Context: an optimization exercise on an open-source flow, tuned for small area, a short achievable clock period and few clock cycles per item. The choices shown serve that exercise and are no tape-out recipe. RTL that was checked went through simulation tests only; none was proved equivalent to the original. Power figures rest on the tool's default switching activity, not on a simulated workload.

== P ==
## matrix_pipeline_mac_top
module matrix_pipeline_mac_top (
    input wire clk,
    input wire rst,
    input wire start,
    input wire [7:0] a11, a12, a13,
    input wire [7:0] a21, a22, a23,
    input wire [7:0] a31, a32, a33,
    input wire [7:0] b11, b12, b13,
    input wire [7:0] b21, b22, b23,
    input wire [7:0] b31, b32, b33,
    output wire [15:0] c11, c12, c13,
    output wire [15:0] c21, c22, c23,
    output wire [15:0] c31, c32, c33,
    output reg done
);
Size in the first run: roughly 4500 cells after synthesis, roughly 240 flip-flops, roughly 290 I/O pins.
clock: 6.0 ns
lec_check: 0
cap_margin: 20
core_margin: 2
core_utilization: 55
cts_buf_list: sky130_fd_sc_hd__clkbuf_8
slew_margin: 20
synth_hierarchical: 1
synth_minimum_keep_size: 0
standard.sh (not shown) runs the stock make flow with config.mk's settings and CLKGATE_MAP_FILE= SYNTH_SCRIPT=/design/flow/synth_recipe.tcl, a recipe that flattens the netlist after the stock synthesis.
==> flow/flow/run.sh <==
#!/bin/bash
# The standard layout, with sky130_fd_sc_hd__buf_8 as the input port buffers
# and sky130_fd_sc_hd__buf_2 as the output port buffers (ORFS otherwise buffers
# every port with the slow clkdlybuf4s50_1 delay cell).  The output buffers
# are added right after global placement (flow/post_gpl.tcl), since the
# timing-driven global placement removes buffers before it buffers the ports.
set -o pipefail
bash standard.sh BUFFER_PORTS_ARGS="-inputs -buffer_cell sky130_fd_sc_hd__buf_8" \
    POST_GLOBAL_PLACE_TCL="$PWD/flow/post_gpl.tcl" finish 2>&1 | tee standard_make.log
==> flow/flow/post_gpl.tcl <==
# Buffer the output ports after global placement, with a small buffer: the
# output paths have slack to spare.
buffer_ports -outputs -buffer_cell sky130_fd_sc_hd__buf_2
P: no failed stages, no open violations at the end
Testbench counts of P, summed over its fixed seeds: cycles 960, items 960.
Edits applied to the flow inputs when going from P to Q:
Settings: CORE_UTILIZATION: 55 -> 65.
==> notes.md <==
The final layouts of P and Q pass the timing, design-rule and antenna checks. Relative to P, the number of placed instances with taps included measured on Q has decreased by a few percent. Effective utilization at floorplan: Q > P. From P to Q, maximum level of the CTS H-tree did not move at all. Of P and Q, Q shows the higher total via count in the routed design, with P below it. As far as cell leakage power is concerned, P and Q perform about the same. Core utilization: Q higher than P. Q vs. P: wire length of the first global-routing pass shrank by about 1.5%, total wire length after detailed routing shrank by 2.0%. P tops out at a higher clock frequency than Q.
Changes in R relative to Q:
Settings: an added SETUP_SLACK_MARGIN of 1.7; a change of CORE_UTILIZATION from 65 to 55.
diff --git a/flow/flow/run.sh b/flow/flow/run.sh
--- a/flow/flow/run.sh
+++ b/flow/flow/run.sh
@@ -3 +3 @@
-# and sky130_fd_sc_hd__buf_2 as the output port buffers (ORFS otherwise buffers
+# and sky130_fd_sc_hd__buf_1 as the output port buffers (ORFS otherwise buffers
==> flow/flow/post_gpl.tcl <==
# Buffer the output ports after global placement, with a small buffer: the
# output paths have slack to spare.
buffer_ports -outputs -buffer_cell sky130_fd_sc_hd__buf_1
- Having completed the whole flow, Q delivered a layout that passed the timing, design-rule and antenna checks.
- R ran to completion and came out clean on the timing, design-rule and antenna checks.
- Power in R is about 1.9% higher than in Q
- NOTE: wire length of the first global-routing pass in R exceeds that of Q
- R has more setup slack than Q.
- Comparing Q and R, the lower sequential power share is on R.
Modified inputs, S compared to R
Settings: removing SETUP_SLACK_MARGIN (formerly 1.7); setting GPL_ROUTABILITY_DRIVEN to 0 for the first time.
==> comparison <==
Across S and R, none had a timing, DRC or antenna violation.
[compare] base=R new=S: share of layout cells above drive strength 1 decreased 9.9 points, clock network power stayed essentially flat.
Compared with R, in S number of antenna violations at the first check in global routing moved up, sequential portion of the cell area moved up, antenna diode count moved up, setup slack after layout moved down.
When S is set beside R, its switching part of the total power turns out to be 0.63 points larger.
Between R and S, the buffering overhead figures differ only marginally.
Modified inputs, T compared to S
Settings: a deleted GPL_ROUTABILITY_DRIVEN that had been 0.
[summary]
- As far as mapped cell area goes, S and T are indistinguishable; the numbers are identical.
- Delta (T minus S): total iterations of the first detailed-routing run shows no meaningful change; adder and majority cell fraction of the synthesized area shows no meaningful change; area of the die shows no meaningful change.
- Re number of standard cells in the final layout excluding fillers: no difference whatsoever between S and T.

---

matrix_pipeline_mac_top again, from the RTL that the note above started with.
==> flow/config.mk <==
export PLATFORM = sky130hd
export DESIGN_NAME = matrix_pipeline_mac_top
export DESIGN_NICKNAME = matrix_pipeline_mac_top
export VERILOG_FILES = /design/flow/design.v
export SDC_FILE = /design/flow/constraint.sdc
export NUM_CORES = 4
export LEC_CHECK = 0
export CAP_MARGIN = 20
export CORE_MARGIN = 2
export CORE_UTILIZATION = 65
export CTS_BUF_LIST = sky130_fd_sc_hd__clkbuf_8
export SLEW_MARGIN = 20
export SYNTH_HIERARCHICAL = 1
export SYNTH_MINIMUM_KEEP_SIZE = 0
==> flow/constraint.sdc <==
create_clock -name core_clock -period 6.0 [get_ports {clk}]
set_input_delay 1.2000 -clock core_clock [delete_from_list [all_inputs] [get_ports {clk}]]
set_output_delay 1.2000 -clock core_clock [all_outputs]
set_load 0.01 [all_outputs]
==> flow/flow/run.sh <==
#!/bin/bash
# The standard layout, with sky130_fd_sc_hd__buf_6 as the input port buffers
# and sky130_fd_sc_hd__buf_2 as the output port buffers (ORFS otherwise buffers
# every port with the slow clkdlybuf4s50_1 delay cell).  The output buffers
# are added right after global placement (flow/post_gpl.tcl), since the
# timing-driven global placement removes buffers before it buffers the ports.
set -o pipefail
bash standard.sh BUFFER_PORTS_ARGS="-inputs -buffer_cell sky130_fd_sc_hd__buf_6" \
    POST_GLOBAL_PLACE_TCL="$PWD/flow/post_gpl.tcl" finish 2>&1 | tee standard_make.log
==> flow/flow/post_gpl.tcl <==
# Buffer the output ports after global placement, with a small buffer: the
# output paths have slack to spare.
buffer_ports -outputs -buffer_cell sky130_fd_sc_hd__buf_2
Testbench counts at the start, summed over its fixed seeds: cycles 960, items 960.
Change:
==> flow/flow/run.sh (replaced) <==
#!/bin/bash
# The standard layout, with sky130_fd_sc_hd__buf_8 as the input port buffers
# and sky130_fd_sc_hd__buf_2 as the output port buffers (ORFS otherwise buffers
# every port with the slow clkdlybuf4s50_1 delay cell).  The output buffers
# are added right after global placement (flow/post_gpl.tcl), since the
# timing-driven global placement removes buffers before it buffers the ports.
set -o pipefail
bash standard.sh BUFFER_PORTS_ARGS="-inputs -buffer_cell sky130_fd_sc_hd__buf_8" \
    POST_GLOBAL_PLACE_TCL="$PWD/flow/post_gpl.tcl" finish 2>&1 | tee standard_make.log
Settings changed: CTS_BUF_LIST sky130_fd_sc_hd__clkbuf_8 to default.
Die area does not change.
Total power went up by 2.5%.
Core utilization went up by 1.1 points.
Maximum frequency went down by 0.68%.
Design area went up by 1.5%.
Synthesized area is unchanged.
Change:
Settings changed: CTS_BUF_LIST from default to sky130_fd_sc_hd__clkbuf_4.
What happened: The changed run went through all stages and came out clean; non-clock buffer count stays the same; worst hold slack gets worse by 0.31 ns; synthesized cell count is unchanged.
Change:
--- a/flow/flow/run.sh
+++ b/flow/flow/run.sh
@@ -2,3 +2,3 @@
 # The standard layout, with sky130_fd_sc_hd__buf_8 as the input port buffers
-# and sky130_fd_sc_hd__buf_2 as the output port buffers (ORFS otherwise buffers
+# and sky130_fd_sc_hd__buf_1 as the output port buffers (ORFS otherwise buffers
 # every port with the slow clkdlybuf4s50_1 delay cell).  The output buffers
==> flow/flow/post_gpl.tcl (replaced) <==
# Buffer the output ports after global placement, with a small buffer: the
# output paths have slack to spare.
buffer_ports -outputs -buffer_cell sky130_fd_sc_hd__buf_1
Settings changed: CORE_UTILIZATION 65 to 55, CTS_BUF_LIST sky130_fd_sc_hd__clkbuf_4 to sky130_fd_sc_hd__clkbuf_8, PLACE_DENSITY from default to 0.75.
Result: Design area went up by 0.33%; count of clock-buffer cells in the layout fell by 44; worst setup slack gets better by 0.048 ns; flip-flop and latch count does not change; synthesized cell count stays the same; hold slack gets better by 0.17 ns.

---

== the baseline ==
Another version of the RTL of matrix_pipeline_mac_top (not shown whole).
Size in the first run: roughly 4600 cells after synthesis, about 51000 µm² of cells after synthesis.
// matrix_pipeline_mac_top
module matrix_pipeline_mac_top (
    input wire clk,
    input wire rst,
    input wire start,
    input wire [7:0] a11, a12, a13,
    input wire [7:0] a21, a22, a23,
    input wire [7:0] a31, a32, a33,
    input wire [7:0] b11, b12, b13,
    input wire [7:0] b21, b22, b23,
    input wire [7:0] b31, b32, b33,
    output wire [15:0] c11, c12, c13,
    output wire [15:0] c21, c22, c23,
    output wire [15:0] c31, c32, c33,
    output reg done
);
    wire t11_p1_0_0 = ~(a11[0] & b11[0]);
    wire t11_p1_0_1 = ~(a11[0] & b11[1]);
    wire t11_p1_0_2 = ~(a11[0] & b11[2]);
    wire t11_p1_0_3 = ~(a11[0] & b11[3]);
    wire t11_p1_0_4 = ~(a11[0] & b11[4]);
    wire t11_p1_0_5 = ~(a11[0] & b11[5]);
    wire t11_p1_0_6 = ~(a11[0] & b11[6]);
    wire t11_p1_0_7 = ~(a11[0] & b11[7]);
    wire t11_p1_1_0 = ~(a11[1] & b11[0]);
    wire t11_p1_1_1 = ~(a11[1] & b11[1]);
    wire t11_p1_1_2 = ~(a11[1] & b11[2]);
    wire t11_p1_1_3 = ~(a11[1] & b11[3]);
    wire t11_p1_1_4 = ~(a11[1] & b11[4]);
    wire t11_p1_1_5 = ~(a11[1] & b11[5]);
    wire t11_p1_1_6 = ~(a11[1] & b11[6]);
    wire t11_p1_1_7 = ~(a11[1] & b11[7]);
    wire t11_p1_2_0 = ~(a11[2] & b11[0]);
    wire t11_p1_2_1 = ~(a11[2] & b11[1]);
    wire t11_p1_2_2 = ~(a11[2] & b11[2]);
  ...
==> flow/config.mk <==
export PLATFORM = sky130hd
export DESIGN_NAME = matrix_pipeline_mac_top
export DESIGN_NICKNAME = matrix_pipeline_mac_top
export VERILOG_FILES = /design/flow/design.v
export SDC_FILE = /design/flow/constraint.sdc
export NUM_CORES = 4
export LEC_CHECK = 0
export CAP_MARGIN = 20
export CORE_MARGIN = 2
export CORE_UTILIZATION = 65
export SLEW_MARGIN = 20
export SYNTH_HIERARCHICAL = 1
export SYNTH_MINIMUM_KEEP_SIZE = 0
==> flow/constraint.sdc <==
create_clock -name core_clock -period 6.0 [get_ports {clk}]
set_input_delay 1.2000 -clock core_clock [delete_from_list [all_inputs] [get_ports {clk}]]
set_output_delay 1.2000 -clock core_clock [all_outputs]
set_load 0.01 [all_outputs]
==> flow/flow/run.sh <==
#!/bin/bash
# The standard layout, with sky130_fd_sc_hd__buf_8 as the input port buffers
# and sky130_fd_sc_hd__buf_2 as the output port buffers (ORFS otherwise buffers
# every port with the slow clkdlybuf4s50_1 delay cell).  The output buffers
# are added right after global placement (flow/post_gpl.tcl), since the
# timing-driven global placement removes buffers before it buffers the ports.
set -o pipefail
bash standard.sh BUFFER_PORTS_ARGS="-inputs -buffer_cell sky130_fd_sc_hd__buf_8" \
    POST_GLOBAL_PLACE_TCL="$PWD/flow/post_gpl.tcl" finish 2>&1 | tee standard_make.log
==> flow/flow/post_gpl.tcl <==
# Buffer the output ports after global placement, with a small buffer: the
# output paths have slack to spare.
buffer_ports -outputs -buffer_cell sky130_fd_sc_hd__buf_2
Relative to the baseline, the following input files were edited for the candidate:
- setting SETUP_SLACK_MARGIN to 1.8 for the first time
## What came out
Of the baseline and the candidate, the baseline shows the higher clock network latency to the later pin of the worst-skew pair, with the candidate below it.
Total count of max-transition violations in the final report: the baseline vs the candidate identical
NOTE: sequential share of layout area in the candidate falls short of that of the baseline
Compared to the baseline, the router laid down more metal wire for the candidate.
The candidate vs the baseline: met2 layer usage reported by global route up
Going from the baseline to the candidate, total non-filler cell area in the finished layout went up by about 6%; vias per cell went up.
Clock distribution power ended up about 7% lower on the candidate than on the baseline.
NOTE maximum frequency the baseline->the candidate increased by a few percent
The candidate has post-detailed-route wirelength per cell above what the baseline had.
Run comparison: the baseline worst setup path endpoint t31_r15; the candidate worst setup path endpoint t31_r13
No functional check of the RTL was part of any run of this note.

---

Another version of the RTL of matrix_pipeline_mac_top (not shown whole).
For scale: roughly 4600 cells after synthesis, roughly 240 flip-flops, ~51000 sq um of cells after synthesis.
==> flow/design.v (excerpt) <==
module matrix_pipeline_mac_top (
    input wire clk,
    input wire rst,
    input wire start,
    input wire [7:0] a11, a12, a13,
    input wire [7:0] a21, a22, a23,
    input wire [7:0] a31, a32, a33,
    input wire [7:0] b11, b12, b13,
    input wire [7:0] b21, b22, b23,
    input wire [7:0] b31, b32, b33,
    output wire [15:0] c11, c12, c13,
    output wire [15:0] c21, c22, c23,
    output wire [15:0] c31, c32, c33,
    output reg done
);
==> flow/config.mk <==
export PLATFORM = sky130hd
export DESIGN_NAME = matrix_pipeline_mac_top
export DESIGN_NICKNAME = matrix_pipeline_mac_top
export VERILOG_FILES = /design/flow/design.v
export SDC_FILE = /design/flow/constraint.sdc
export NUM_CORES = 4
export LEC_CHECK = 0
export CAP_MARGIN = 20
export CORE_MARGIN = 2
export CORE_UTILIZATION = 40
export SLEW_MARGIN = 20
export SYNTH_HIERARCHICAL = 1
export SYNTH_MINIMUM_KEEP_SIZE = 0
==> flow/constraint.sdc <==
create_clock -name core_clock -period 6.0 [get_ports {clk}]
set_input_delay 1.2000 -clock core_clock [delete_from_list [all_inputs] [get_ports {clk}]]
set_output_delay 1.2000 -clock core_clock [all_outputs]
set_load 0.01 [all_outputs]
==> flow/flow/run.sh <==
#!/bin/bash
# The standard layout, with sky130_fd_sc_hd__buf_2 as the port buffers
# (ORFS otherwise buffers the ports with the slow clkdlybuf4s50_1 delay cell).
set -o pipefail
bash standard.sh BUFFER_PORTS_ARGS="-buffer_cell sky130_fd_sc_hd__buf_2" finish 2>&1 | tee standard_make.log
Testbench counts at the start, summed over its fixed seeds: cycles 960, items 960.
Change:
==> flow/run.sh (new file) <==
#!/bin/bash
# synth_recipe.tcl (not shown) runs the flow's synth.tcl, then flattens the netlist and writes it again
# the make line also repeats each setting of config.mk as NAME=value (left out here)
make -C /OpenROAD-flow-scripts/flow DESIGN_CONFIG=/design/flow/config.mk WORK_HOME=/design/flow/orfs CLKGATE_MAP_FILE= SYNTH_SCRIPT=/design/flow/synth_recipe.tcl finish
removed: flow/flow/run.sh
removed: flow/standard.sh
The new run passed the timing, design-rule and antenna checks.
Wire length shrinks by 0.83%.
Worst setup slack degrades by 300 ps.
Synthesized area stays the same.
Hold slack gets better by 120 ps.
Power is higher by 7.1%.
Utilization is higher by 2.2 points.
Die area stays the same.
Cell area grows by 4.9%.
Clock power came out higher by about 4%.
Cell count fell by 0.48%.
Sequential power stays flat.

---

matrix_pipeline_mac_top with an RTL version that a note above also has.
For scale: roughly 4600 cells after synthesis, about 240 flip-flops.
==> flow/design.v (excerpt) <==
module matrix_pipeline_mac_top (
    input wire clk,
    input wire rst,
    input wire start,
    input wire [7:0] a11, a12, a13,
    input wire [7:0] a21, a22, a23,
    input wire [7:0] a31, a32, a33,
    input wire [7:0] b11, b12, b13,
    input wire [7:0] b21, b22, b23,
    input wire [7:0] b31, b32, b33,
    output wire [15:0] c11, c12, c13,
    output wire [15:0] c21, c22, c23,
    output wire [15:0] c31, c32, c33,
    output reg done
);
    wire t11_p1_0_0 = ~(a11[0] & b11[0]);
    wire t11_p1_0_1 = ~(a11[0] & b11[1]);
    wire t11_p1_0_2 = ~(a11[0] & b11[2]);
    wire t11_p1_0_3 = ~(a11[0] & b11[3]);
    wire t11_p1_0_4 = ~(a11[0] & b11[4]);
    wire t11_p1_0_5 = ~(a11[0] & b11[5]);
    wire t11_p1_0_6 = ~(a11[0] & b11[6]);
    wire t11_p1_0_7 = ~(a11[0] & b11[7]);
    wire t11_p1_1_0 = ~(a11[1] & b11[0]);
    wire t11_p1_1_1 = ~(a11[1] & b11[1]);
    wire t11_p1_1_2 = ~(a11[1] & b11[2]);
    wire t11_p1_1_3 = ~(a11[1] & b11[3]);
    wire t11_p1_1_4 = ~(a11[1] & b11[4]);
    wire t11_p1_1_5 = ~(a11[1] & b11[5]);
    wire t11_p1_1_6 = ~(a11[1] & b11[6]);
    wire t11_p1_1_7 = ~(a11[1] & b11[7]);
    wire t11_p1_2_0 = ~(a11[2] & b11[0]);
    wire t11_p1_2_1 = ~(a11[2] & b11[1]);
    wire t11_p1_2_2 = ~(a11[2] & b11[2]);
    wire t11_p1_2_3 = ~(a11[2] & b11[3]);
    wire t11_p1_2_4 = ~(a11[2] & b11[4]);
    wire t11_p1_2_5 = ~(a11[2] & b11[5]);
    wire t11_p1_2_6 = ~(a11[2] & b11[6]);
    wire t11_p1_2_7 = ~(a11[2] & b11[7]);
    wire t11_p1_3_0 = ~(a11[3] & b11[0]);
    wire t11_p1_3_1 = ~(a11[3] & b11[1]);
    wire t11_p1_3_2 = ~(a11[3] & b11[2]);
    wire t11_p1_3_3 = ~(a11[3] & b11[3]);
    wire t11_p1_3_4 = ~(a11[3] & b11[4]);
    wire t11_p1_3_5 = ~(a11[3] & b11[5]);
    wire t11_p1_3_6 = ~(a11[3] & b11[6]);
    wire t11_p1_3_7 = ~(a11[3] & b11[7]);
    wire t11_p1_4_0 = ~(a11[4] & b11[0]);
    wire t11_p1_4_1 = ~(a11[4] & b11[1]);
    wire t11_p1_4_2 = ~(a11[4] & b11[2]);
    wire t11_p1_4_3 = ~(a11[4] & b11[3]);
    wire t11_p1_4_4 = ~(a11[4] & b11[4]);
  ...
clock: 6.0 ns
lec_check: 0
cap_margin: 20
core_margin: 2
core_utilization: 65
setup_slack_margin: 1.7
slew_margin: 20
synth_hierarchical: 1
synth_minimum_keep_size: 0
==> flow/flow/run.sh <==
#!/bin/bash
# The standard layout, with sky130_fd_sc_hd__buf_4 as the port buffers
# (ORFS otherwise buffers the ports with the slow clkdlybuf4s50_1 delay cell).
set -o pipefail
bash standard.sh BUFFER_PORTS_ARGS="-buffer_cell sky130_fd_sc_hd__buf_4" finish 2>&1 | tee standard_make.log
The starting point passed the timing, design-rule and antenna checks.
Change:
Settings changed: CORE_UTILIZATION 65 to 80, SETUP_SLACK_MARGIN 1.7 to unset.
Total power climbs by 0.80%.
Clock power barely changes.
Wire length climbs by 3.5%.
Setup slack gets worse by 0.33 ns.
Register-to-register slack hardly moves.
Maximum frequency drops by 7.1%.
Via count climbs by 7.1%.
Synthesized area is unchanged.
Core utilization climbs by 13 points.
Synthesized cell count does not change.
No functional check of the RTL was part of any run of this note.

==> port drivers added, routing unchanged <==
The results above use ideal ports. As a check the final layouts listed here were re-extracted and re-timed, cells and wires unchanged. Step 1: set_driving_cell puts a clkbuf_16 on clk and a buf_2 on each other input, an assumption about the parent block. Step 2, shift: input delay + t, output delay - t, t = (earliest + latest rising clock arrival at the registers) / 2. This alone moves slack from input paths to output paths. a / b / c = no drivers / after step 1 / after step 2; a / b = the first two.
run	t (ns)	setup slack, ns	worst setup path at the end	slew at the worst register clock pin (ns)
P	0.775	1.627 / 1.615 / 0.869	input to register	0.07 / 0.07
Q	0.703	1.564 / 1.583 / 0.880	input to register	0.07 / 0.07
R	0.738	1.699 / 1.720 / 0.982	input to register	0.08 / 0.08
S	0.764	1.615 / 1.630 / 0.866	input to register	0.07 / 0.07
T	0.764	1.615 / 1.630 / 0.866	input to register	0.07 / 0.07
the first run of note 2	0.716	1.503 / 1.514 / 0.799	input to register	0.07 / 0.07
the second run of note 2	0.625	1.472 / 1.474 / 0.849	input to register	0.06 / 0.06
the third run of note 2	0.923	1.581 / 1.513 / 0.868	input to register	0.08 / 0.08
the fourth run of note 2	0.776	1.628 / 1.606 / 0.830	input to register	0.08 / 0.08
the baseline	0.703	1.520 / 1.536 / 0.833	input to register	0.07 / 0.07
the candidate	0.691	1.696 / 1.561 / 0.870	input to register	0.07 / 0.07
the first run of note 4	0.714	1.224 / 1.226 / 0.512	input to register	0.07 / 0.07
the second run of note 4	0.680	0.923 / 0.847 / 0.212	input to register	0.07 / 0.07
the first run of note 5	0.706	1.681 / 1.606 / 0.900	input to register	0.08 / 0.08
the second run of note 5	0.712	1.350 / 1.374 / 0.662	input to register	0.07 / 0.07
After both steps setup and hold are still met in every run listed. For the candidate, which loses most, drivers alone change the setup slack by -0.135 ns; drivers and shift together by -0.826 ns.
